Context: an optimization exercise on an open-source flow, tuned for small area, a short achievable clock period and few clock cycles. The choices shown serve that exercise and are no tape-out recipe. Only simulation tests tie the RTL to the original design; equivalence was not proved. Power and IR drop assume default switching activity.

Setup of run 1:
==> flow/design.v (excerpt) <==
module cpu
	(output wire [7:0] address,
	 output wire [7:0] to_memory,
	 output wire write,
	 input  wire [7:0] from_memory,
	 input  wire clk, reset);
	localparam [3:0] S_OP = 4'd0, S_IMM = 4'd1, S_DLD = 4'd2, S_DST = 4'd3, S_BR = 4'd4,
	                 S_LD1 = 4'd5, S_LD2 = 4'd6, S_WR = 4'd7, S_HALT = 4'd8;
	reg [7:0] A, B, AR, RP;
	reg [3:0] F;           
	reg zpend, zsrc;
	wire z_now = zpend ? ~|(zsrc ? B : A) : F[2];
	reg [3:0] irl;         
	reg [3:0] st;
	reg aluv, fast, cap, pv;
	wire [7:0] d = from_memory;
	assign address = AR;
	reg [7:0] W;
	reg wr;
	assign write = wr;
	assign to_memory = W;
	wire ar_io = &AR[7:5];
	wire rp_io = &RP[7:5];
	wire ar_fastok = ~ar_io & (AR[6:0] != 7'h7F) & (AR != 8'hDF);
	wire rp_fastok = ~rp_io & (RP[6:0] != 7'h7F) & (RP != 8'hDF);
	wire same_rg = (AR[7] == RP[7]) & (ar_io == rp_io);
	wire wants = (st == S_OP) | (st == S_IMM) | (st == S_DLD) | (st == S_DST) | (st == S_BR);
	wire avail = fast | cap | ar_io;
	wire consume = wants & avail;
	wire op_alu = d[6];
	wire op_imm = d[7] & ~d[4] & ~d[0];
	wire op_dld = d[7] & ~d[4] & d[0];
	wire op_dst = d[7] & d[4];
	wire op_br  = d[5];
	wire op_valid = ((d[7:4] == 4'h4) & (d[3:0] >= 4'h2) & (d[3:0] <= 4'hD)) |
	                (d == 8'h86) | (d == 8'h88) | (d == 8'h87) | (d == 8'h89) |
	                (d == 8'h96) | (d == 8'h97) |
	                ((d[7:4] == 4'h2) & (d[3:0] <= 4'h8));
	reg bad;
	reg taken;
	always @(*) begin
		case (irl)
			4'h0: taken = 1'b1;
			4'h1: taken = F[3];
			4'h2: taken = ~F[3];
			4'h3: taken = z_now;
			4'h4: taken = ~z_now;
			4'h5: taken = F[1];
  ...
Size: about 540 cells after synthesis, ~65 flip-flops, roughly 27 I/O pins, about 0.0041 mm² of cells after synthesis.
Settings: LEC_CHECK=0, ABC_AREA=1, CAP_MARGIN=20, CORE_MARGIN=2, CORE_UTILIZATION=40, SETUP_SLACK_MARGIN=5.0, SLEW_MARGIN=20; clock period 8.0 ns.
standard.sh (not shown) runs the stock make flow with config.mk's settings and CLKGATE_MAP_FILE= SYNTH_SCRIPT=/design/flow/synth_recipe.tcl, a recipe that flattens the netlist after the stock synthesis.
==> flow/flow/run.sh <==
#!/bin/bash
# The standard layout, with timing repair aiming at a larger setup margin
# and the port buffers made with sky130_fd_sc_hd__buf_2.
set -euo pipefail
sed 's/SETUP_SLACK_MARGIN=[0-9.]*/SETUP_SLACK_MARGIN=5.5/' standard.sh > standard_margin.sh
export BUFFER_PORTS_ARGS="-buffer_cell sky130_fd_sc_hd__buf_2"
bash standard_margin.sh > standard.log 2>&1
Testbench counts of run 1, summed over its fixed seeds: cycles 69,132.
Input changes introduced in run 2 (baseline for comparison: run 1):
==> flow/flow/run.sh <==
#!/bin/bash
# The standard layout (standard.sh), with four changes in how it is made:
#  - logic mapping with the ABC area script flow/abc_area.script (a copy of
#    the ORFS scripts folder is used, with only that file replaced; it adds
#    rounds of choice-based remapping and don't-care optimisation);
#  - timing repair aims at a setup margin of 5.5 ns instead of 5.0 ns;
#  - the port buffers are made with sky130_fd_sc_hd__buf_2;
#  - clock tree synthesis without dummy loads (otherwise ORFS's arguments).
# The design, constraints, clock period and all other settings are the standard flow's.
# The whole output of the tools goes to standard.log (and ORFS's own logs).
set -euo pipefail
here=$(pwd)
rm -rf "$here/orfs_scripts"
cp -r "$FLOW_HOME/scripts" "$here/orfs_scripts"
cp "$here/flow/abc_area.script" "$here/orfs_scripts/abc_area.script"
sed -e 's/SETUP_SLACK_MARGIN=[0-9.]*/SETUP_SLACK_MARGIN=5.5/' \
    -e "s|^make -C |make SCRIPTS_DIR=$here/orfs_scripts -C |" standard.sh > standard_custom.sh
export BUFFER_PORTS_ARGS="-buffer_cell sky130_fd_sc_hd__buf_2"
export CTS_ARGS="-sink_clustering_enable -repair_clock_nets -dont_use_dummy_load"
bash standard_custom.sh > standard.log 2>&1
==> flow/flow/abc_area.script (new file) <==
strash
dc2
dch -f
map -B 0.9
mfs
strash
dch -f
map -B 0.9
mfs
strash
dch -f
map -B 0.9
topo
stime -c
buffer -c
upsize -c
dnsize -c
--- outcome ---
Run 2: done, clean on timing, DRC and antenna. Cell area after technology mapping delta for run 2 relative to run 1: 3.4% lower. Compared with run 1, in run 2 number of search-and-repair iterations in the first detailed-routing pass shows no meaningful change, highest ir drop seen on vdd -0.0029 mV. Layout cell share with drive strength beyond 1 for run 2 is lower than for run 1. Diff run 1 -> run 2: maximum frequency increased 1.3 MHz; per-instance average area after synthesis saw an increase; hold slack essentially unchanged; global-route wire length before repair fell 370 µm. Lower total half-perimeter wirelength after legalization and detailed placement goes to run 1 over run 2. Compared with run 1, run 2 shows a post-detailed-route wirelength per cell that is 0.24 µm higher.
### run 2 -> run 3
- CTS_CLUSTER_SIZE newly set to 25
- CTS_BUF_LIST newly set to sky130_fd_sc_hd__clkbuf_8
==> flow/flow/run.sh <==
#!/bin/bash
# The standard layout, with timing repair aiming at a larger setup margin
# and the port buffers made with sky130_fd_sc_hd__buf_2.
set -euo pipefail
sed 's/SETUP_SLACK_MARGIN=[0-9.]*/SETUP_SLACK_MARGIN=5.5/' standard.sh > standard_margin.sh
export BUFFER_PORTS_ARGS="-buffer_cell sky130_fd_sc_hd__buf_2"
bash standard_margin.sh > standard.log 2>&1
removed: flow/flow/abc_area.script
==> comparison <==
- In the tables for run 2 and run 3, average size of a mapped cell reads higher with run 2.
- Looking at detailed-route wire length per cell, run 3 sits about 1.6% lower than run 2 does.
- Run 3 vs run 2: fraction of area in registers down
- Compared to run 2, the routing of run 3 uses more wire.
- Against run 2 as the reference, run 3 delivers a higher design area.
- Growth of design area from synthesis to finish: run 3 vs run 2 up 2.6 points
- Diff run 2 -> run 3 | synthesized netlist cell count | up by a few percent
- Compared to run 2, run 3 has count of filler cells inserted in the layout 3.6% lower.
- On fraction of power consumed by the clock network, the higher figure sits with run 3, not run 2.
- Wire length of the first global-routing pass (lower): run 2
- Run 2 and run 3 ended up with nearly the same overall track demand over capacity in global routing.
--- input diff run 3..run 4 ---
- removing CTS_BUF_LIST (formerly sky130_fd_sc_hd__clkbuf_8)
- setting TNS_END_PERCENT to 0 for the first time
- removing CTS_CLUSTER_SIZE (formerly 25)
==> flow/flow/run.sh <==
#!/bin/bash
# The standard layout (standard.sh), with three changes in how it is made:
#  - logic mapping with the ABC area script flow/abc_area.script (a copy of
#    the ORFS scripts folder is used, with only that file replaced; it adds
#    rounds of choice-based remapping and don't-care optimisation);
#  - timing repair aims at a setup margin of 5.45 ns instead of 5.0 ns;
#  - the port buffers are made with sky130_fd_sc_hd__buf_2.
# The design, constraints, clock period and all other settings are the standard flow's.
# The whole output of the tools goes to standard.log (and ORFS's own logs).
set -euo pipefail
here=$(pwd)
rm -rf "$here/orfs_scripts"
cp -r "$FLOW_HOME/scripts" "$here/orfs_scripts"
cp "$here/flow/abc_area.script" "$here/orfs_scripts/abc_area.script"
sed -e 's/SETUP_SLACK_MARGIN=[0-9.]*/SETUP_SLACK_MARGIN=5.45/' \
    -e "s|^make -C |make SCRIPTS_DIR=$here/orfs_scripts -C |" standard.sh > standard_custom.sh
export BUFFER_PORTS_ARGS="-buffer_cell sky130_fd_sc_hd__buf_2"
export CTS_ARGS="-sink_clustering_enable -repair_clock_nets -dont_use_dummy_load"
bash standard_custom.sh > standard.log 2>&1
==> flow/flow/abc_area.script (new file) <==
strash
dc2
dch -f
map -B 0.9
mfs
strash
dch -f
map -B 0.9
mfs
strash
dch -f
map -B 0.9
topo
stime -c
buffer -c
upsize -c
dnsize -c
Notes after the runs:
- Run 4 reached the end of the flow, and the finished layout is clean on the timing, DRC and antenna checks.
- Routability congestion estimate: run 4 vs run 3 up about 2.4%
- Relative to run 3, the number of gates resized after cts of run 4 is lower by 3.
- Normalized max-slew margin, run 3 and run 4, higher one = run 3.
- Clock period minus worst slack: run 3 and run 4 compared, lower one is run 3
- Delta (run 4 minus run 3): clock buffer instance count of the final layout -2, cell area moved down.
--- input diff run 4..run 5 ---
- clearing TNS_END_PERCENT, which used to be 0
--- a/flow/flow/run.sh
+++ b/flow/flow/run.sh
@@ -16,4 +16,4 @@
     -e "s|^make -C |make SCRIPTS_DIR=$here/orfs_scripts -C |" standard.sh > standard_custom.sh
 export BUFFER_PORTS_ARGS="-buffer_cell sky130_fd_sc_hd__buf_2"
-export CTS_ARGS="-sink_clustering_enable -repair_clock_nets -dont_use_dummy_load"
+export CTS_ARGS="-sink_clustering_enable -repair_clock_nets -dont_use_dummy_load -buf_list sky130_fd_sc_hd__clkbuf_4"
 bash standard_custom.sh > standard.log 2>&1
Findings:
- Diff run 4 -> run 5: post-detailed-routing wire length picked up an extra about 0.8%; worst-skew pair later-pin latency picked up an extra 80 ps; area used by multi-input combinational logic neither gained nor lost much.
- AR[5] as the launch point of the critical path was reported by run 4, and AR[6] by run 5.

[what the ideal ports hide]
Ports are ideal in the flow. The routed layouts listed here were re-timed in OpenROAD.
Step 1: set_driving_cell puts a clkbuf_16 on clk and a buf_2 on each other input, an assumption about the parent block.
Step 2, shift: input delay + t, output delay - t, t = (earliest + latest rising clock arrival at the registers) / 2. This alone moves slack from input paths to output paths.
Three values: no drivers, after step 1, after step 2; two values: the first two.
run	t (ns)	slack for setup (ns)	worst setup path after step 2
run 1	0.389	5.494 / 5.460 / 5.308	input to register
run 2	0.370	5.502 / 5.465 / 5.374	input to register
run 3	0.389	5.494 / 5.460 / 5.308	input to register
run 4	0.367	5.445 / 5.409 / 5.363	input to register
run 5	0.438	5.408 / 5.375 / 5.373	input to register
After both steps setup and hold are still met in every run listed.
